Source: an optimization exercise on an open RTL-to-GDS flow (aim: small area). Production flows keep margins and buffers that such runs may drop. Only simulation tests tie the RTL to the original design; equivalence was not proved. Power figures rest on the tool's default switching activity, not on a simulated workload.

==> flow/design.v <==
module fft_wrapper(
    input               clk_i,
    input               rst_i,
    input               opd,
    input [11:0]        idx,
    input [7:0]         xk_re,
    input [7:0]         xk_im,
    output reg[31:0]    amp_o,
    output reg          amp_vaild_o
);
parameter NUMBER_OF_DATA = 4096;
wire [7:0] xk_re_abs;
wire [7:0] xk_im_abs;
assign xk_re_abs = xk_re[7] ? (8'b1111_1111-xk_re)+1'd1 : xk_re;
assign xk_im_abs = xk_im[7] ? (8'b1111_1111-xk_im)+1'd1 : xk_im;
always@(posedge clk_i or posedge rst_i) begin
    if(rst_i) begin
        amp_o <= 32'd0;
    end
    else if(opd && idx <= 12'd10) begin          
        amp_o <= 32'd0;
    end
    else if(opd) begin
        amp_o <= xk_re_abs*xk_re_abs + xk_im_abs*xk_im_abs;
    end
    else begin
        amp_o <= 32'd0;
    end
end
always@(posedge clk_i or posedge rst_i) begin
    if(rst_i) begin
        amp_vaild_o <= 1'd0;
    end
    else if(idx >= 12'd0 && idx < NUMBER_OF_DATA/2 && opd) begin
        amp_vaild_o <= 1'd1;
    end
    else begin
        amp_vaild_o <= 1'd0;
    end
end
endmodule
module fault_detect(
    input           clk_i,
    input           rst_i,
    input [31:0]    amp_i,
    input           amp_vaild_i,
    output reg      fault_detected_o,
    output reg      vaild_o
);
parameter NUMBER_OF_DATA = 4096;
reg [10:0] amp_idx;
always@(posedge clk_i or posedge rst_i) begin
    if(rst_i) begin
        amp_idx <= 11'd0;
    end
    else if(amp_vaild_i && amp_idx == NUMBER_OF_DATA/2 - 1) begin
        amp_idx <= 11'd0;
    end
    else if(amp_vaild_i) begin
        amp_idx <= amp_idx + 11'd1;
    end
    else begin
        amp_idx <= 11'd0;
    end
end
reg [31:0] max_data1;
reg [31:0] max_data2;
reg [31:0] max_data3;
reg [10:0] max_data1_idx;
reg [10:0] max_data2_idx;
reg [10:0] max_data3_idx;
always@(posedge clk_i or posedge rst_i) begin
    if(rst_i) begin
        max_data1 <= 32'd0;
        max_data2 <= 32'd0;
        max_data3 <= 32'd0;
        max_data1_idx <= 11'd0;
        max_data2_idx <= 11'd0;
        max_data3_idx <= 11'd0;
    end
    else if(vaild_o) begin
        max_data1 <= 32'd0;
        max_data2 <= 32'd0;
        max_data3 <= 32'd0;
        max_data1_idx <= 11'd0;
        max_data2_idx <= 11'd0;
        max_data3_idx <= 11'd0;
    end
    else if(amp_vaild_i) begin
        if(amp_i > max_data1) begin
            max_data3 <= max_data2;
            max_data2 <= max_data1;
            max_data1 <= amp_i;
            max_data3_idx <= max_data2_idx;
            max_data2_idx <= max_data1_idx;
            max_data1_idx <= amp_idx;
        end
        else if(amp_i > max_data2) begin
            max_data3 <= max_data2;
            max_data2 <= amp_i;
            max_data1 <= max_data1;
            max_data3_idx <= max_data2_idx;
            max_data2_idx <= amp_idx;
            max_data1_idx <= max_data1_idx;
        end
        else if(amp_i > max_data3) begin
            max_data3 <= amp_i;
            max_data2 <= max_data2;
            max_data1 <= max_data1;
            max_data3_idx <= amp_idx;
            max_data2_idx <= max_data2_idx;
            max_data1_idx <= max_data1_idx;
        end
        else begin
            max_data3 <= max_data3;
            max_data2 <= max_data2;
            max_data1 <= max_data1;
            max_data3_idx <= max_data3_idx;
            max_data2_idx <= max_data2_idx;
            max_data1_idx <= max_data1_idx;
        end
    end
    else begin
        max_data3 <= max_data3;
        max_data2 <= max_data2;
        max_data1 <= max_data1;
        max_data3_idx <= max_data3_idx;
        max_data2_idx <= max_data2_idx;
        max_data1_idx <= max_data1_idx;
    end
end
wire amp_vaild_negedge;
reg amp_vaild_t0;
reg amp_vaild_t1;
always@(posedge clk_i or posedge rst_i) begin
    if(rst_i) begin
        amp_vaild_t0 <= 1'd0;
        amp_vaild_t1 <= 1'd0;
    end
    else begin
        amp_vaild_t0 <= amp_vaild_t1;
        amp_vaild_t1 <= amp_vaild_i;
    end
end
assign amp_vaild_negedge = (amp_vaild_t0==1'd1 && amp_vaild_t1==1'd0) ? 1'd1 : 1'd0;
always@(posedge clk_i or posedge rst_i) begin
    if(rst_i) begin
        vaild_o <= 1'd0;
    end
    else if(amp_vaild_negedge) begin
        vaild_o <= 1'd1;
    end
    else begin
        vaild_o <= 1'd0;
    end
end
wire max_data1_vaild;       
assign max_data1_vaild = (max_data1_idx>1619 && max_data1_idx<1762);
always@(posedge clk_i or posedge rst_i) begin
    if(rst_i) begin
        fault_detected_o <= 1'd0;
    end
    else if(amp_vaild_negedge) begin
        fault_detected_o <= ~max_data1_vaild;
    end
    else begin
        fault_detected_o <= 1'd0;
    end
end
endmodule
module fault_detect_top(
    input clk_i,
    input rst_i,
    input opd,
    input [11:0] idx,
    input [7:0] xk_re,
    input [7:0] xk_im,
    output fault_detected_o,         
    output vaild_o                   
);
wire [31:0] amp;
wire amp_vaild;
fft_wrapper u_fft_wrapper(
    .clk_i(clk_i),
    .rst_i(rst_i),
    .opd(opd),
    .idx(idx),
    .xk_re(xk_re),
    .xk_im(xk_im),
    .amp_o(amp),
    .amp_vaild_o(amp_vaild)
);
fault_detect u_fault_detect(
    .clk_i(clk_i),
    .rst_i(rst_i),
    .amp_i(amp),
    .amp_vaild_i(amp_vaild),
    .fault_detected_o(fault_detected_o),
    .vaild_o(vaild_o)
);
endmodule
module motor_ctrl(
    input       clk_i,
    input       rst_i,
    input       left_i,      
    input       right_i,     
    output reg  pwm_o        
);
parameter DUTY_CENTRAL = 40500;
localparam DUTY_LEFT = DUTY_CENTRAL - 18000;
localparam DUTY_RIGHT = DUTY_CENTRAL + 18000;
wire left_posedge;
wire right_posedge;
reg left_t0;
reg left_t1;
reg right_t0;
reg right_t1;
reg [31:0] pwm_cnt;
reg [31:0] pwm_duty;
reg [31:0] delay_cnt;
always@(posedge clk_i or posedge rst_i)begin
    if(rst_i)begin
        left_t0 <= 1'd0;
        left_t1 <= 1'd0;
    end
    else begin
        left_t0 <= left_t1;
        left_t1 <= left_i;
    end
end
assign left_posedge = (left_t0 == 1'd0 && left_t1 == 1'd1) ? 1'd1 : 1'd0;
always@(posedge clk_i or posedge rst_i)begin
    if(rst_i)begin
        right_t0 <= 1'd0;
        right_t1 <= 1'd0;
    end
    else begin
        right_t0 <= right_t1;
        right_t1 <= right_i;
    end
end
assign right_posedge = (right_t0 == 1'd0 && right_t1 == 1'd1) ? 1'd1 : 1'd0;
always@(posedge clk_i or posedge rst_i)begin
    if(rst_i)begin
        pwm_cnt <= 32'd0;
    end
    else if(pwm_cnt == 32'd540_000)begin
        pwm_cnt <= 32'd1;
    end
    else begin
        pwm_cnt <= pwm_cnt + 32'd1;
    end
end
always@(posedge clk_i or posedge rst_i)begin
    if(rst_i)begin
        pwm_duty <= DUTY_CENTRAL;
    end
    else if(left_posedge)begin
        pwm_duty <= DUTY_LEFT;
    end
    else if(right_posedge)begin
        pwm_duty <= DUTY_RIGHT;
    end
    else if(delay_cnt == 13_000_000)begin            
        pwm_duty <= DUTY_CENTRAL;
    end
    else begin
        pwm_duty <= pwm_duty;
    end
end
always@(posedge clk_i or posedge rst_i)begin
    if(rst_i)begin
        delay_cnt <= 32'd0;
    end
    else if(left_posedge || right_posedge)begin
        delay_cnt <= 32'd1;
    end
    else if(delay_cnt && delay_cnt == 13_000_000)begin       
        delay_cnt <= 32'd0;
    end
    else if(delay_cnt)begin
        delay_cnt <= delay_cnt + 32'd1;
    end
    else begin
        delay_cnt <= 32'd0;
    end
end
always@(posedge clk_i or posedge rst_i)begin
    if(rst_i)begin
        pwm_o <= 1'd0;
    end
    else if(pwm_cnt >= 32'd1 && pwm_cnt <= pwm_duty)begin
        pwm_o <= 1'd1;
    end
    else begin
        pwm_o <= 1'd0;
    end
end
endmodule
module uart_send(
    input	           sys_clk,              
    input              sys_rst_n,            
    input              uart_en,              
    input       [ 7:0] uart_din,             
    output             uart_tx_busy,         
    output  reg        uart_txd              
    );
parameter  CLK_FREQ = 50000000;              
parameter  UART_BPS = 9600;                  
localparam  BPS_CNT  = CLK_FREQ/UART_BPS;    
reg        uart_en_d0; 
reg        uart_en_d1;  
reg [15:0] clk_cnt;              
reg        tx_flag;              
reg [ 7:0] tx_data;              
reg [ 3:0] tx_cnt;               
wire en_flag;
assign uart_tx_busy = tx_flag;
assign en_flag = (~uart_en_d1) & uart_en_d0;
always @(posedge sys_clk or negedge sys_rst_n) begin         
    if (!sys_rst_n) begin
        uart_en_d0 <= 1'b0;                                  
        uart_en_d1 <= 1'b0;
    end                                                      
    else begin                                               
        uart_en_d0 <= uart_en;                               
        uart_en_d1 <= uart_en_d0;                            
    end
end
always @(posedge sys_clk or negedge sys_rst_n) begin         
    if (!sys_rst_n) begin                                  
        tx_flag <= 1'b0;
        tx_data <= 8'd0;
    end 
    else if (en_flag) begin                  
            tx_flag <= 1'b1;                 
            tx_data <= uart_din;             
        end
        else if ((tx_cnt == 4'd9) && (clk_cnt == BPS_CNT - (BPS_CNT/16))) begin                                       
            tx_flag <= 1'b0;                 
            tx_data <= 8'd0;
        end
        else begin
            tx_flag <= tx_flag;
            tx_data <= tx_data;
        end 
end
always @(posedge sys_clk or negedge sys_rst_n) begin         
    if (!sys_rst_n)                             
        clk_cnt <= 16'd0;                                  
    else if (tx_flag) begin                  
        if (clk_cnt < BPS_CNT - 1)
            clk_cnt <= clk_cnt + 1'b1;
        else
            clk_cnt <= 16'd0;                
    end
    else                             
        clk_cnt <= 16'd0; 				         
end
always @(posedge sys_clk or negedge sys_rst_n) begin         
    if (!sys_rst_n)                             
        tx_cnt <= 4'd0;
    else if (tx_flag) begin                
        if (clk_cnt == BPS_CNT - 1)			 
            tx_cnt <= tx_cnt + 1'b1;		 
        else
            tx_cnt <= tx_cnt;       
    end
    else                              
        tx_cnt  <= 4'd0;				     
end
always @(posedge sys_clk or negedge sys_rst_n) begin        
    if (!sys_rst_n)  
        uart_txd <= 1'b1;        
    else if (tx_flag)
        case(tx_cnt)
            4'd0: uart_txd <= 1'b0;          
            4'd1: uart_txd <= tx_data[0];    
            4'd2: uart_txd <= tx_data[1];
            4'd3: uart_txd <= tx_data[2];
            4'd4: uart_txd <= tx_data[3];
            4'd5: uart_txd <= tx_data[4];
            4'd6: uart_txd <= tx_data[5];
            4'd7: uart_txd <= tx_data[6];
            4'd8: uart_txd <= tx_data[7];    
            4'd9: uart_txd <= 1'b1;          
            default: ;
        endcase
    else 
        uart_txd <= 1'b1;                    
end
endmodule	          
module uart_screen_ctrl(
    input       clk_i,
    input       rst_i,
    input       good_i,          
    input       bad_i,           
    output      uart_tx          
);
parameter CLK_FREQ = 27_000_000;
parameter UART_BPS = 9600;
localparam IDLE              = 0;
localparam GOOD_TXT_SEND     = 1;
localparam GOOD_CNT_SEND     = 2;
localparam BAD_TXT_SEND      = 3;
localparam BAD_CNT_SEND      = 4;
localparam TOTAL_TXT_SEND    = 5;
localparam TOTAL_CNT_SEND    = 6;
localparam END_TXT_SEND      = 7;
wire good_posedge;
reg good_t0;
reg good_t1;
wire bad_posedge;
reg bad_t0;
reg bad_t1;
reg [3:0] state;                     
reg [3:0] state_t0;
reg [3:0] state_t1;
wire state_change;                   
wire uart_busy;
wire uart_busy_negedge;
reg uart_busy_t0;
reg uart_busy_t1;
reg cnt_finish;                      
reg [7:0] good_txt [0:28];
reg [7:0] bad_txt [0:28];
reg [7:0] total_txt [0:15];
reg [7:0] end_txt [0:2];
reg [7:0] good_cnt;                  
reg [7:0] bad_cnt;                   
reg [7:0] total_cnt;                 
wire [7:0] good_cnt_one;             
wire [7:0] good_cnt_ten;             
wire [1:0] good_cnt_num;             
wire [7:0] bad_cnt_one;              
wire [7:0] bad_cnt_ten;              
wire [1:0] bad_cnt_num;              
wire [7:0] total_cnt_one;            
wire [7:0] total_cnt_ten;            
wire [1:0] total_cnt_num;            
reg [7:0] cnt;                       
reg [7:0] cnt_t0;
reg [7:0] cnt_t1;
wire cnt_change;                     
reg [7:0] uart_din;
wire uart_en;
always@(posedge clk_i or posedge rst_i)begin
    if(rst_i)begin
        good_t0 <= 1'd0;
        good_t1 <= 1'd0;
    end
    else begin
        good_t0 <= good_t1;
        good_t1 <= good_i;
    end
end
assign good_posedge = (good_t0 == 1'd0 && good_t1 == 1'd1) ? 1'd1 : 1'd0;
always@(posedge clk_i or posedge rst_i)begin
    if(rst_i)begin
        bad_t0 <= 1'd0;
        bad_t1 <= 1'd0;
    end
    else begin
        bad_t0 <= bad_t1;
        bad_t1 <= bad_i;
    end
end
assign bad_posedge = (bad_t0 == 1'd0 && bad_t1 == 1'd1) ? 1'd1 : 1'd0;
always@(posedge clk_i or posedge rst_i)begin
    if(rst_i)begin
        uart_busy_t0 <= 1'd0;
        uart_busy_t1 <= 1'd0;
    end
    else begin
        uart_busy_t0 <= uart_busy_t1;
        uart_busy_t1 <= uart_busy;
    end
end
assign uart_busy_negedge = (uart_busy_t1 == 1'd0 && uart_busy_t0 == 1'd1) ? 1'd1 : 1'd0;
always@(posedge clk_i or posedge rst_i)begin
    if(rst_i)begin
        state_t0 <= 4'd0;
        state_t1 <= 4'd0;
    end
    else begin
        state_t0 <= state_t1;
        state_t1 <= state;
    end
end
assign state_change = (state_t0 == state_t1) ? 1'd0 : 1'd1;
always@(posedge clk_i or posedge rst_i)begin
    if(rst_i)begin
        cnt_t0 <= 8'd0;
        cnt_t1 <= 8'd0;
    end
    else begin
        cnt_t0 <= cnt_t1;
        cnt_t1 <= cnt;
    end
end
assign cnt_change = (cnt_t0 == cnt_t1) ? 1'd0 : 1'd1;
always@(posedge clk_i or posedge rst_i)begin
    if(rst_i)begin
        good_txt[0] <= 8'd0;
        good_txt[1] <= 8'd0;
        good_txt[2] <= 8'd0;
        good_txt[3] <= 8'd0;
        good_txt[4] <= 8'd0;
        good_txt[5] <= 8'd0;
        good_txt[6] <= 8'd0;
        good_txt[7] <= 8'd0;
        good_txt[8] <= 8'd0;
        good_txt[9] <= 8'd0;
        good_txt[10] <= 8'd0;
        good_txt[11] <= 8'd0;
        good_txt[12] <= 8'd0;
        good_txt[13] <= 8'd0;
        good_txt[14] <= 8'd0;
        good_txt[15] <= 8'd0;
        good_txt[16] <= 8'd0;
        good_txt[17] <= 8'd0;
        good_txt[18] <= 8'd0;
        good_txt[19] <= 8'd0;
        good_txt[20] <= 8'd0;
        good_txt[21] <= 8'd0;
        good_txt[22] <= 8'd0;
        good_txt[23] <= 8'd0;
        good_txt[24] <= 8'd0;
        good_txt[25] <= 8'd0;
        good_txt[26] <= 8'd0;
        good_txt[27] <= 8'd0;
        good_txt[28] <= 8'd0;
    end
    else begin
        good_txt[0] <= 8'h74;
        good_txt[1] <= 8'h32;
        good_txt[2] <= 8'h2E;
        good_txt[3] <= 8'h74;
        good_txt[4] <= 8'h78;
        good_txt[5] <= 8'h74;
        good_txt[6] <= 8'h3D;
        good_txt[7] <= 8'h22;
        good_txt[8] <= 8'hC1;
        good_txt[9] <= 8'hBC;
        good_txt[10] <= 8'hC6;
        good_txt[11] <= 8'hB7;
        good_txt[12] <= 8'h22;
        good_txt[13] <= 8'hFF;
        good_txt[14] <= 8'hFF;
        good_txt[15] <= 8'hFF;
        good_txt[16] <= 8'h70;
        good_txt[17] <= 8'h61;
        good_txt[18] <= 8'h67;
        good_txt[19] <= 8'h65;
        good_txt[20] <= 8'h33;
        good_txt[21] <= 8'h2E;
        good_txt[22] <= 8'h6E;
        good_txt[23] <= 8'h37;
        good_txt[24] <= 8'h2E;
        good_txt[25] <= 8'h76;
        good_txt[26] <= 8'h61;
        good_txt[27] <= 8'h6C;
        good_txt[28] <= 8'h3D;
    end
end
always@(posedge clk_i or posedge rst_i)begin
    if(rst_i)begin
        bad_txt[0] <= 8'd0;
        bad_txt[1] <= 8'd0;
        bad_txt[2] <= 8'd0;
        bad_txt[3] <= 8'd0;
        bad_txt[4] <= 8'd0;
        bad_txt[5] <= 8'd0;
        bad_txt[6] <= 8'd0;
        bad_txt[7] <= 8'd0;
        bad_txt[8] <= 8'd0;
        bad_txt[9] <= 8'd0;
        bad_txt[10] <= 8'd0;
        bad_txt[11] <= 8'd0;
        bad_txt[12] <= 8'd0;
        bad_txt[13] <= 8'd0;
        bad_txt[14] <= 8'd0;
        bad_txt[15] <= 8'd0;
        bad_txt[16] <= 8'd0;
        bad_txt[17] <= 8'd0;
        bad_txt[18] <= 8'd0;
        bad_txt[19] <= 8'd0;
        bad_txt[20] <= 8'd0;
        bad_txt[21] <= 8'd0;
        bad_txt[22] <= 8'd0;
        bad_txt[23] <= 8'd0;
        bad_txt[24] <= 8'd0;
        bad_txt[25] <= 8'd0;
        bad_txt[26] <= 8'd0;
        bad_txt[27] <= 8'd0;
        bad_txt[28] <= 8'd0;
    end
    else begin
        bad_txt[0] <= 8'h74;
        bad_txt[1] <= 8'h32;
        bad_txt[2] <= 8'h2E;
        bad_txt[3] <= 8'h74;
        bad_txt[4] <= 8'h78;
        bad_txt[5] <= 8'h74;
        bad_txt[6] <= 8'h3D;
        bad_txt[7] <= 8'h22;
        bad_txt[8] <= 8'hB4;
        bad_txt[9] <= 8'hCE;
        bad_txt[10] <= 8'hC6;
        bad_txt[11] <= 8'hB7;
        bad_txt[12] <= 8'h22;
        bad_txt[13] <= 8'hFF;
        bad_txt[14] <= 8'hFF;
        bad_txt[15] <= 8'hFF;
        bad_txt[16] <= 8'h70;
        bad_txt[17] <= 8'h61;
        bad_txt[18] <= 8'h67;
        bad_txt[19] <= 8'h65;
        bad_txt[20] <= 8'h33;
        bad_txt[21] <= 8'h2E;
        bad_txt[22] <= 8'h6E;
        bad_txt[23] <= 8'h38;
        bad_txt[24] <= 8'h2E;
        bad_txt[25] <= 8'h76;
        bad_txt[26] <= 8'h61;
        bad_txt[27] <= 8'h6C;
        bad_txt[28] <= 8'h3D;
    end
end
always@(posedge clk_i or posedge rst_i)begin
    if(rst_i)begin
        total_txt[0] <= 8'd0;
        total_txt[1] <= 8'd0;
        total_txt[2] <= 8'd0;
        total_txt[3] <= 8'd0;
        total_txt[4] <= 8'd0;
        total_txt[5] <= 8'd0;
        total_txt[6] <= 8'd0;
        total_txt[7] <= 8'd0;
        total_txt[8] <= 8'd0;
        total_txt[9] <= 8'd0;
        total_txt[10] <= 8'd0;
        total_txt[11] <= 8'd0;
        total_txt[12] <= 8'd0;
        total_txt[13] <= 8'd0;
        total_txt[14] <= 8'd0;
        total_txt[15] <= 8'd0;
    end
    else begin
        total_txt[0] <= 8'hFF;
        total_txt[1] <= 8'hFF;
        total_txt[2] <= 8'hFF;
        total_txt[3] <= 8'h70;
        total_txt[4] <= 8'h61;
        total_txt[5] <= 8'h67;
        total_txt[6] <= 8'h65;
        total_txt[7] <= 8'h33;
        total_txt[8] <= 8'h2E;
        total_txt[9] <= 8'h6E;
        total_txt[10] <= 8'h36;
        total_txt[11] <= 8'h2E;
        total_txt[12] <= 8'h76;
        total_txt[13] <= 8'h61;
        total_txt[14] <= 8'h6C;
        total_txt[15] <= 8'h3D;
    end
end
always@(posedge clk_i or posedge rst_i)begin
    if(rst_i)begin
        end_txt[0] <= 8'd0;
        end_txt[1] <= 8'd0;
        end_txt[2] <= 8'd0;
    end
    else begin
        end_txt[0] <= 8'hFF;
        end_txt[1] <= 8'hFF;
        end_txt[2] <= 8'hFF;
    end
end
always@(posedge clk_i or posedge rst_i)begin
    if(rst_i)begin
        good_cnt <= 8'd0;
    end
    else if(good_posedge && good_cnt == 8'd99)begin
        good_cnt <= 8'd0;
    end
    else if(good_posedge)begin
        good_cnt <= good_cnt + 8'd1;
    end
    else begin
        good_cnt <= good_cnt;
    end
end
assign good_cnt_one = good_cnt % 10;
assign good_cnt_ten = good_cnt / 10;
assign good_cnt_num = good_cnt_ten ? 2'd2 : 2'd1;
always@(posedge clk_i or posedge rst_i)begin
    if(rst_i)begin
        bad_cnt <= 8'd0;
    end
    else if(bad_posedge && bad_cnt == 8'd99)begin
        bad_cnt <= 8'd0;
    end
    else if(bad_posedge)begin
        bad_cnt <= bad_cnt + 8'd1;
    end
    else begin
        bad_cnt <= bad_cnt;
    end
end
assign bad_cnt_one = bad_cnt % 10;
assign bad_cnt_ten = bad_cnt / 10;
assign bad_cnt_num = bad_cnt_ten ? 2'd2 : 2'd1;
always@(posedge clk_i or posedge rst_i)begin
    if(rst_i)begin
        total_cnt <= 8'd0;
    end
    else if((bad_posedge || good_posedge) && total_cnt == 8'd99)begin
        total_cnt <= 8'd0;
    end
    else if(bad_posedge || good_posedge)begin
        total_cnt <= total_cnt + 8'd1;
    end
    else begin
        total_cnt <= total_cnt;
    end
end
assign total_cnt_one = total_cnt % 10;
assign total_cnt_ten = total_cnt / 10;
assign total_cnt_num = total_cnt_ten ? 2'd2 : 2'd1;
always@(posedge clk_i or posedge rst_i)begin
    if(rst_i)begin
        state <= 4'd0;
    end
    else begin
        case(state)
            IDLE: begin
                if(good_posedge)begin
                    state <= GOOD_TXT_SEND;
                end
                else if(bad_posedge)begin
                    state <= BAD_TXT_SEND;
                end 
                else begin
                    state <= state;
                end
            end
            GOOD_TXT_SEND: begin
                if(cnt_finish)begin
                    state <= GOOD_CNT_SEND;
                end
                else begin
                    state <= state;
                end
            end
            GOOD_CNT_SEND: begin
                if(cnt_finish)begin
                    state <= TOTAL_TXT_SEND;
                end
                else begin
                    state <= state;
                end
            end
            BAD_TXT_SEND: begin
                if(cnt_finish)begin
                    state <= BAD_CNT_SEND;
                end
                else begin
                    state <= state;
                end
            end
            BAD_CNT_SEND: begin
                if(cnt_finish)begin
                    state <= TOTAL_TXT_SEND;
                end
                else begin
                    state <= state;
                end
            end
            TOTAL_TXT_SEND: begin
                if(cnt_finish)begin
                    state <= TOTAL_CNT_SEND;
                end
                else begin
                    state <= state;
                end
            end
            TOTAL_CNT_SEND: begin
                if(cnt_finish)begin
                    state <= END_TXT_SEND;
                end
                else begin
                    state <= state;
                end
            end
            END_TXT_SEND: begin
                if(cnt_finish)begin
                    state <= IDLE;
                end
                else begin
                    state <= state;
                end
            end
            default: begin
                state <= IDLE;
            end
        endcase
    end
end
always@(posedge clk_i or posedge rst_i)begin
    if(rst_i)begin
        cnt <= 8'd0;
    end
    else begin
        case(state)
            IDLE: begin
                cnt <= 8'd0;
            end
            GOOD_TXT_SEND: begin
                if(state_change)begin
                    cnt <= 8'd1;
                end
                else if(uart_busy_negedge && cnt == 8'd29)begin
                    cnt <= 8'd0;
                end
                else if(uart_busy_negedge)begin
                    cnt <= cnt + 8'd1;
                end
                else begin
                    cnt <= cnt;
                end
            end
            BAD_TXT_SEND: begin
                if(state_change)begin
                    cnt <= 8'd1;
                end
                else if(uart_busy_negedge && cnt == 8'd29)begin
                    cnt <= 8'd0;
                end
                else if(uart_busy_negedge)begin
                    cnt <= cnt + 8'd1;
                end
                else begin
                    cnt <= cnt;
                end
            end
            GOOD_CNT_SEND: begin
                if(state_change)begin
                    cnt <= 8'd1;
                end
                else if(uart_busy_negedge && cnt == good_cnt_num)begin
                    cnt <= 8'd0;
                end
                else if(uart_busy_negedge)begin
                    cnt <= cnt + 8'd1;
                end
                else begin
                    cnt <= cnt;
                end
            end
            BAD_CNT_SEND: begin
                if(state_change)begin
                    cnt <= 8'd1;
                end
                else if(uart_busy_negedge && cnt == bad_cnt_num)begin
                    cnt <= 8'd0;
                end
                else if(uart_busy_negedge)begin
                    cnt <= cnt + 8'd1;
                end
                else begin
                    cnt <= cnt;
                end
            end
            TOTAL_TXT_SEND: begin
                if(state_change)begin
                    cnt <= 8'd1;
                end
                else if(uart_busy_negedge && cnt == 8'd16)begin
                    cnt <= 8'd0;
                end
                else if(uart_busy_negedge)begin
                    cnt <= cnt + 8'd1;
                end
                else begin
                    cnt <= cnt;
                end
            end
            TOTAL_CNT_SEND: begin
                if(state_change)begin
                    cnt <= 8'd1;
                end
                else if(uart_busy_negedge && cnt == total_cnt_num)begin
                    cnt <= 8'd0;
                end
                else if(uart_busy_negedge)begin
                    cnt <= cnt + 8'd1;
                end
                else begin
                    cnt <= cnt;
                end
            end
            END_TXT_SEND: begin
                if(state_change)begin
                    cnt <= 8'd1;
                end
                else if(uart_busy_negedge && cnt == 8'd3)begin
                    cnt <= 8'd0;
                end
                else if(uart_busy_negedge)begin
                    cnt <= cnt + 8'd1;
                end
                else begin
                    cnt <= cnt;
                end
            end
        endcase
    end
end
always@(posedge clk_i or posedge rst_i)begin
    if(rst_i)begin
        uart_din <= 8'd0;
    end
    else begin
        case(state)
            IDLE: begin
                uart_din <= 8'd0;
            end
            GOOD_TXT_SEND: begin
                if(cnt)begin
                    uart_din <= good_txt[cnt - 8'd1];
                end
                else begin
                    uart_din <= 8'd0;
                end
            end
            BAD_TXT_SEND: begin
                if(cnt)begin
                    uart_din <= bad_txt[cnt - 8'd1];
                end
                else begin
                    uart_din <= 8'd0;
                end
            end
            GOOD_CNT_SEND: begin
                if(good_cnt_num == 2'd2)begin
                    if(cnt == 8'd1)begin
                        uart_din <= good_cnt_ten + 8'd48;
                    end
                    else if(cnt == 8'd2)begin
                        uart_din <= good_cnt_one + 8'd48;
                    end
                    else begin
                        uart_din <= 8'd0;
                    end
                end
                else if(good_cnt_num == 2'd1)begin
                    if(cnt == 8'd1)begin
                        uart_din <= good_cnt_one + 8'd48;
                    end
                    else begin
                        uart_din <= 8'd0;
                    end
                end
            end
            BAD_CNT_SEND: begin
                if(bad_cnt_num == 2'd2)begin
                    if(cnt == 8'd1)begin
                        uart_din <= bad_cnt_ten + 8'd48;
                    end
                    else if(cnt == 8'd2)begin
                        uart_din <= bad_cnt_one + 8'd48;
                    end
                    else begin
                        uart_din <= 8'd0;
                    end
                end
                else if(bad_cnt_num == 2'd1)begin
                    if(cnt == 8'd1)begin
                        uart_din <= bad_cnt_one + 8'd48;
                    end
                    else begin
                        uart_din <= 8'd0;
                    end
                end
            end
            TOTAL_TXT_SEND: begin
                if(cnt)begin
                    uart_din <= total_txt[cnt - 8'd1];
                end
                else begin
                    uart_din <= 8'd0;
                end
            end
            TOTAL_CNT_SEND: begin
                if(total_cnt_num == 2'd2)begin
                    if(cnt == 8'd1)begin
                        uart_din <= total_cnt_ten + 8'd48;
                    end
                    else if(cnt == 8'd2)begin
                        uart_din <= total_cnt_one + 8'd48;
                    end
                    else begin
                        uart_din <= 8'd0;
                    end
                end
                else if(total_cnt_num == 2'd1)begin
                    if(cnt == 8'd1)begin
                        uart_din <= total_cnt_one + 8'd48;
                    end
                    else begin
                        uart_din <= 8'd0;
                    end
                end
            end
            END_TXT_SEND: begin
                if(cnt)begin
                    uart_din <= end_txt[cnt - 8'd1];
                end
                else begin
                    uart_din <= 8'd0;
                end
            end
            default: begin  end
        endcase
    end
end
assign uart_en = cnt ? cnt_change : 1'd0;
always@(posedge clk_i or posedge rst_i)begin
    if(rst_i)begin
        cnt_finish <= 1'd0;
    end
    else begin
        case(state)
            IDLE: begin
                cnt_finish <= 1'd0;
            end
            GOOD_TXT_SEND: begin
                if(uart_busy_negedge && cnt == 8'd29)begin
                    cnt_finish <= 1'd1;
                end
                else begin
                    cnt_finish <= 1'd0;
                end
            end
            BAD_TXT_SEND: begin
                if(uart_busy_negedge && cnt == 8'd29)begin
                    cnt_finish <= 1'd1;
                end
                else begin
                    cnt_finish <= 1'd0;
                end
            end
            GOOD_CNT_SEND: begin
                if(good_cnt_num == 2'd2)begin
                    if(uart_busy_negedge && cnt == 8'd2)begin
                        cnt_finish <= 1'd1;
                    end
                    else begin
                        cnt_finish <= 1'd0;
                    end
                end
                else if(good_cnt_num == 2'd1)begin
                    if(uart_busy_negedge && cnt == 8'd1)begin
                        cnt_finish <= 1'd1;
                    end
                    else begin
                        cnt_finish <= 1'd0;
                    end
                end
            end
            BAD_CNT_SEND: begin
                if(bad_cnt_num == 2'd2)begin
                    if(uart_busy_negedge && cnt == 8'd2)begin
                        cnt_finish <= 1'd1;
                    end
                    else begin
                        cnt_finish <= 1'd0;
                    end
                end
                else if(bad_cnt_num == 2'd1)begin
                    if(uart_busy_negedge && cnt == 8'd1)begin
                        cnt_finish <= 1'd1;
                    end
                    else begin
                        cnt_finish <= 1'd0;
                    end
                end
            end
            TOTAL_TXT_SEND: begin
                if(uart_busy_negedge && cnt == 8'd16)begin
                    cnt_finish <= 1'd1;
                end
                else begin
                    cnt_finish <= 1'd0;
                end
            end
            TOTAL_CNT_SEND: begin
                if(total_cnt_num == 2'd2)begin
                    if(uart_busy_negedge && cnt == 8'd2)begin
                        cnt_finish <= 1'd1;
                    end
                    else begin
                        cnt_finish <= 1'd0;
                    end
                end
                else if(total_cnt_num == 2'd1)begin
                    if(uart_busy_negedge && cnt == 8'd1)begin
                        cnt_finish <= 1'd1;
                    end
                    else begin
                        cnt_finish <= 1'd0;
                    end
                end
            end
            END_TXT_SEND: begin
                if(uart_busy_negedge && cnt == 8'd3)begin
                    cnt_finish <= 1'd1;
                end
                else begin
                    cnt_finish <= 1'd0;
                end
            end
            default: begin  end
        endcase
    end
end
uart_send #(
    .CLK_FREQ(CLK_FREQ),
    .UART_BPS(UART_BPS)
)u_uart_send(
    .sys_clk(clk_i),     
    .sys_rst_n(~rst_i),   
    .uart_en(uart_en),     
    .uart_din(uart_din),    
    .uart_tx_busy(uart_busy),
    .uart_txd(uart_tx)     
);
endmodule
module mtd_backend(
    input           clk_i,               
    input           rst_n_i,             
    input           infrared_key,        
    input           fft_opd,             
    input  [11:0]   fft_idx,             
    input  [7:0]    fft_xk_re,           
    input  [7:0]    fft_xk_im,           
    output reg      fault_detect_led,    
    output          motor_pwm,           
    output          uart_tx_o            
);
parameter CLK_FREQ = 27_000_000;
parameter UART_BPS = 9600;
parameter DUTY_CENTRAL = 40500;
wire fault_detect;
wire fault_detect_vaild;
wire infrared_en;
reg good_pulse;
reg bad_pulse;
assign infrared_en = ~infrared_key;
always@(posedge clk_i or negedge rst_n_i)begin
    if(~rst_n_i)begin
        fault_detect_led <= 1'd1;
    end
    else if(infrared_en)begin
        fault_detect_led <= 1'd1;
    end
    else if(fault_detect_vaild)begin
        fault_detect_led <= ~fault_detect;
    end
    else begin
        fault_detect_led <= fault_detect_led;
    end
end
always@(posedge clk_i or negedge rst_n_i)begin
    if(~rst_n_i)begin
        good_pulse <= 1'd0;
        bad_pulse <= 1'd0;
    end
    else if(fault_detect_vaild && fault_detect)begin
        good_pulse <= 1'd0;
        bad_pulse <= 1'd1;
    end
    else if(fault_detect_vaild)begin
        good_pulse <= 1'd1;
        bad_pulse <= 1'd0;
    end
    else begin
        good_pulse <= 1'd0;
        bad_pulse <= 1'd0;
    end
end
fault_detect_top u_fault_detect_top(
    .clk_i(clk_i),
    .rst_i(~rst_n_i),
    .opd(fft_opd),
    .idx(fft_idx),
    .xk_re(fft_xk_re),
    .xk_im(fft_xk_im),
    .fault_detected_o(fault_detect),
    .vaild_o(fault_detect_vaild)
);
motor_ctrl#(
    .DUTY_CENTRAL(DUTY_CENTRAL)
)u_motor_ctrl(
    .clk_i(clk_i),
    .rst_i(~rst_n_i),
    .left_i(good_pulse),
    .right_i(bad_pulse),
    .pwm_o(motor_pwm)
);
uart_screen_ctrl#(
    .CLK_FREQ(CLK_FREQ),
    .UART_BPS(UART_BPS)
)u_uart_screen_ctrl(
    .clk_i(clk_i),
    .rst_i(~rst_n_i),
    .good_i(good_pulse),
    .bad_i(bad_pulse),
    .uart_tx(uart_tx_o)
);
endmodule
==> flow/run.sh <==
#!/bin/bash
# synth_recipe.tcl (not shown) runs the flow's synth.tcl, then flattens the netlist and writes it again
# the make line also repeats each setting of config.mk as NAME=value (left out here)
make -C /OpenROAD-flow-scripts/flow DESIGN_CONFIG=/design/flow/config.mk WORK_HOME=/design/flow/orfs CLKGATE_MAP_FILE= SYNTH_SCRIPT=/design/flow/synth_recipe.tcl finish
==> flow/config.mk <==
export PLATFORM = sky130hd
export DESIGN_NAME = mtd_backend
export DESIGN_NICKNAME = mtd_backend
export VERILOG_FILES = /design/flow/design.v
export SDC_FILE = /design/flow/constraint.sdc
export NUM_CORES = 4
export LEC_CHECK = 0
export CAP_MARGIN = 20
export CORE_MARGIN = 2
export CORE_UTILIZATION = 40
export SLEW_MARGIN = 20
==> flow/constraint.sdc <==
create_clock -name core_clock -period 37.0 [get_ports {clk_i}]
set_input_delay 7.4000 -clock core_clock [delete_from_list [all_inputs] [get_ports {clk_i}]]
set_output_delay 7.4000 -clock core_clock [all_outputs]
set_load 0.01 [all_outputs]
==> flow_summary.toml <==
[cts]
cts_root_buffer = "clkbuf_16"
numCtsBuffers = 28
cts_tree = "done"
clock_latency_ns = 0.56
cts.clk_slew.worst_paths_ns = 0.07
cts_setup_buffers = 0
clock_path_buffers = 3
postCtsHoldBufs = 0
numClockSinks = 239
ctsResizeCount = 0
htreeDepth = 1

[pwr]
seqPwrFrac_pct = 25.4
swShare_pct = 41.2
clkPwrFrac_pct = 21.6
p_switching_uw = 564
p_leak_uw = 0.00957
irDropWorstVdd_mv = 0.0634
pwr-share-comb_pct = 53.0
internal-power_uw = 806
power_density_nw_per_um2 = 65.8

[min_path]
worstHoldStart = "good_pulse"
whs_endpoint = "u_uart_screen_ctrl.good_t1"
holdCritPathClass = "reg -> reg"
hold_path_depth = 0

[setup_path]
critPathLaunchType = "input port"
rr_worst_depth = 20
reg2reg_slack_ns = 31.52
crit_fanout = 10
cp-end-kind = "flip-flop"
r2r_end = "u_uart_screen_ctrl.uart_din[5]"
arrival_ns = 14.68
r2r-start = "u_uart_screen_ctrl.good_cnt[5]"
crit_type = "in -> reg"
required_ns = 37.42

[final_layout]
nNetsFinal = 2382
fill_cells = 4521
fin_area_um2 = 20800
antenna_cells = 0
final_layout_size_suffix_gt1_share_pct = 5.79
area_growth_pct = 9.69

[global_route]
grt_pass1_wl_um = 73600
grt_util_all_layers_pct = 17.4
grt_use_met3_pct = 1.75
antenna_found_initial = 0
met1_usage_pct = 23.7
top_usage_layer = "met2"
use_met2_pct = 29.6
overflow = 0
grt_max_degree = 112
grt_pass1_vias = 14900

[placement]
dpl.hpwl_um = 31800
post-place-ws_ns = 22.22
postPlaceCellArea_um2 = 19800
port_buffers = 34
place_congestion = 0.904

[synthesis]
synth_cell_type_count = 106
syn-cell-area_um2 = 19000
ys_seq_area_share_pct = 31.5
yosysWarnings = 10
synthArstFlopShare_pct = 100
synth_most_common_cell = "nor2_1"
synth_common_cells = "nor2_1, dfrtp_1, nand2_1"
yosys.area.top_type = "dfrtp_1"
synth_edf_count = 0
synth_area_leaders = "dfrtp_1, fa_1, ha_1"
ys_seq_elements = 239
syn_avg_cell_area_um2 = 8.79
synth_top_area_share_pct = 30.8
synth_flop_cell = "dfrtp_1"
netlist_instances = 2160

[floorplanning]
dieArea_um2 = 49200
fp.dieW_um = 222
start_util_pct = 40.7
placementRows = 79
die_y_um = 222
io_pins = 35
core_area_um2 = 46700

[routing]
ant_nets = 0
via_per_inst = 5.43
firstDrtPassIters = 6
drc = 0
dr_total_vias = 15100
wl_per_cell_um = 15.2
totalWireLength_um = 42400
drt_iter0_markers = 1224

[sta]
fin_skew_ns = 0.0147
hold_viol_final = 0
setup_tns_ns = 0
drv_slew = 0
max_freq_mhz = 70.1
period_needed_ns = 14.26
fin_ws_ns = 22.74
rsz0062_at_grt = "false"
setup_viol = 0
worst_pin_slew_ns = 0.994
period_share_pct = 38.6
maxSlewHeadroom_pct = 33.2

[run_status]
status = "no timing/DRC/antenna violations"

[flow_run]
cap_violations = 0
layout by cell type (no fill, tap or decap), drive strengths merged, types with 31 or more instances in the layout:
cell type,synthesis,final
and2,36,36
fa,76,76
clkdlybuf4s50,0,33
ha,120,120
a21oi,82,82
o21ai,115,115
dfrtp,234,234
inv,168,170
nor2,257,257
and3,31,31
nand4,35,35
xor2,81,81
nand3,93,93
nor3,48,48
mux2i,42,42
clkbuf,55,38
nand2,182,182
nand2b,37,37
xnor2,82,82
sequential cells by signal (all words and copies together), names as in the netlist, 3 cells and up:
register and flops:
u_motor_ctrl.pwm_cnt 32, u_uart_screen_ctrl.cnt_t0 8, u_uart_screen_ctrl.state_t0 3, u_motor_ctrl.delay_cnt 32, u_uart_screen_ctrl.cnt_t1 8, u_uart_screen_ctrl.uart_din 8, u_uart_screen_ctrl.state 3, u_uart_screen_ctrl.state_t1 3
u_fault_detect_top.u_fft_wrapper.amp_o 17, u_uart_screen_ctrl.good_cnt 8, u_uart_screen_ctrl.u_uart_send.tx_cnt 4, u_uart_screen_ctrl.total_cnt 8, u_uart_screen_ctrl.u_uart_send.tx_data 8, u_uart_screen_ctrl.cnt 8, u_uart_screen_ctrl.u_uart_send.clk_cnt 16, u_fault_detect_top.u_fault_detect.max_data1_idx 10
u_motor_ctrl.pwm_duty 6, u_fault_detect_top.u_fault_detect.amp_idx 11, u_fault_detect_top.u_fault_detect.max_data1 17, u_uart_screen_ctrl.bad_cnt 8
metal layers:
layer	wire (um)	up-vias	part of all wire (%)
li1	-	7444	-
met5	0	-	0
met1	19900	7314	47
met2	20100	298	47
met4	854	0	2.0
met3	1560	66	3.7
critical path: stages:
cell and delay (ns):
clkdlybuf4s50_1 0.62, inv_1 0.16, ha_1 0.17, nand2_1 0.07, o31ai_1 0.35, xnor2_1 0.27
nand2_1 0.19, inv_1 0.08, fa_1 0.53, inv_1 0.06, fa_1 0.50, fa_1 0.52
inv_1 0.05, fa_1 0.47, fa_1 0.52, fa_1 0.50, ha_1 0.31, inv_1 0.08
o21ai_0 0.09, a21oi_1 0.21, nand2b_1 0.14, a21boi_0 0.11, o21a_1 0.19, o21a_1 0.18
o41ai_1 0.44, o21ai_0 0.22, xnor2_1 0.18, nor2_1 0.05
stage by stage:
stage	utilization (%)	hold WS (ns)	instances	power, uW
after global placement	42.5	0.337	2731	1070
final	44.6	0.349	2783	1370
after CTS	44.6	0.354	2783	1390
after detailed placement	42.5	0.340	2731	1080
after global routing	44.6	0.362	2783	1510
after floorplan	-	0.331	2175	928
cells by family after synthesis:
| logic type | Yosys count | share of synthesized area [%] |
|---|---|---|
| flops | 239 | 31.5 |
| fa+ha+maj | 202 | 16.2 |
| xor+xnor | 163 | 7.52 |
| buf+inv | 264 | 5.50 |
| mux | 48 | 2.65 |
| simple gates | 841 | 21.8 |
| other cells | 2 | 0.0396 |
| compound gates | 401 | 14.7 |
power by group through the flow:
stage | registers [uW] | logic, uW | clock network (uW)
2_1_floorplan | 325 | 603 | 0
3_3_place_gp | 351 | 718 | 0
3_5_place_dp | 352 | 731 | 0
4_1_cts | 348 | 734 | 306
5_1_grt | 354 | 842 | 316
6_report | 348 | 726 | 296
worst max-delay path by stage:
stage | startpoint | end | cells after the start
after floorplan | fft_xk_re[0] | u_fault_detect_top.u_fft_wrapper.amp_o[16] | 28
after global placement | fft_xk_re[0] | u_fault_detect_top.u_fft_wrapper.amp_o[16] | 28
after detailed placement | fft_xk_re[0] | u_fault_detect_top.u_fft_wrapper.amp_o[16] | 28
after CTS | fft_xk_re[0] | u_fault_detect_top.u_fft_wrapper.amp_o[16] | 28
after global routing | fft_xk_re[0] | u_fault_detect_top.u_fft_wrapper.amp_o[16] | 28
final | fft_xk_re[0] | u_fault_detect_top.u_fft_wrapper.amp_o[16] | 28
area by class of cell:
| type | instances | area (um^2) | share of cell area, % |
|---|---|---|---|
| clock buffer | 38 | 820 | 3.93 |
| timing repair buffer | 41 | 402 | 1.93 |
| clock inverter | 14 | 183 | 0.877 |
| inverter | 172 | 646 | 3.10 |
| sequential | 239 | 5990 | 28.7 |
| tap | 607 | 759 | 3.65 |
| multi-input combinational | 1672 | 12000 | 57.8 |

## port drivers added, routing unchanged
How much do the figures lean on ideal ports? The routed layout below was timed once more, with nothing changed but the port constraints. Step 1 sets driving cells, clkbuf_16 on the clock port and buf_2 on the other inputs (assumed; they add their load-dependent delay and slew). Step 2 also shifts input and output timing later by t, the mid clock arrival at the registers, as if the neighbouring blocks saw the same clock. a / b / c = no drivers / after step 1 / after step 2; a / b = the first two.
t (ns): 0.603
slack for setup (ns): 22.735 / 22.758 / 22.155
worst register clock-pin slew, ns: 0.07 / 0.07
After both steps setup and hold are still met in this run. For this run, drivers alone change the setup slack by +0.023 ns; drivers and shift together by -0.580 ns.
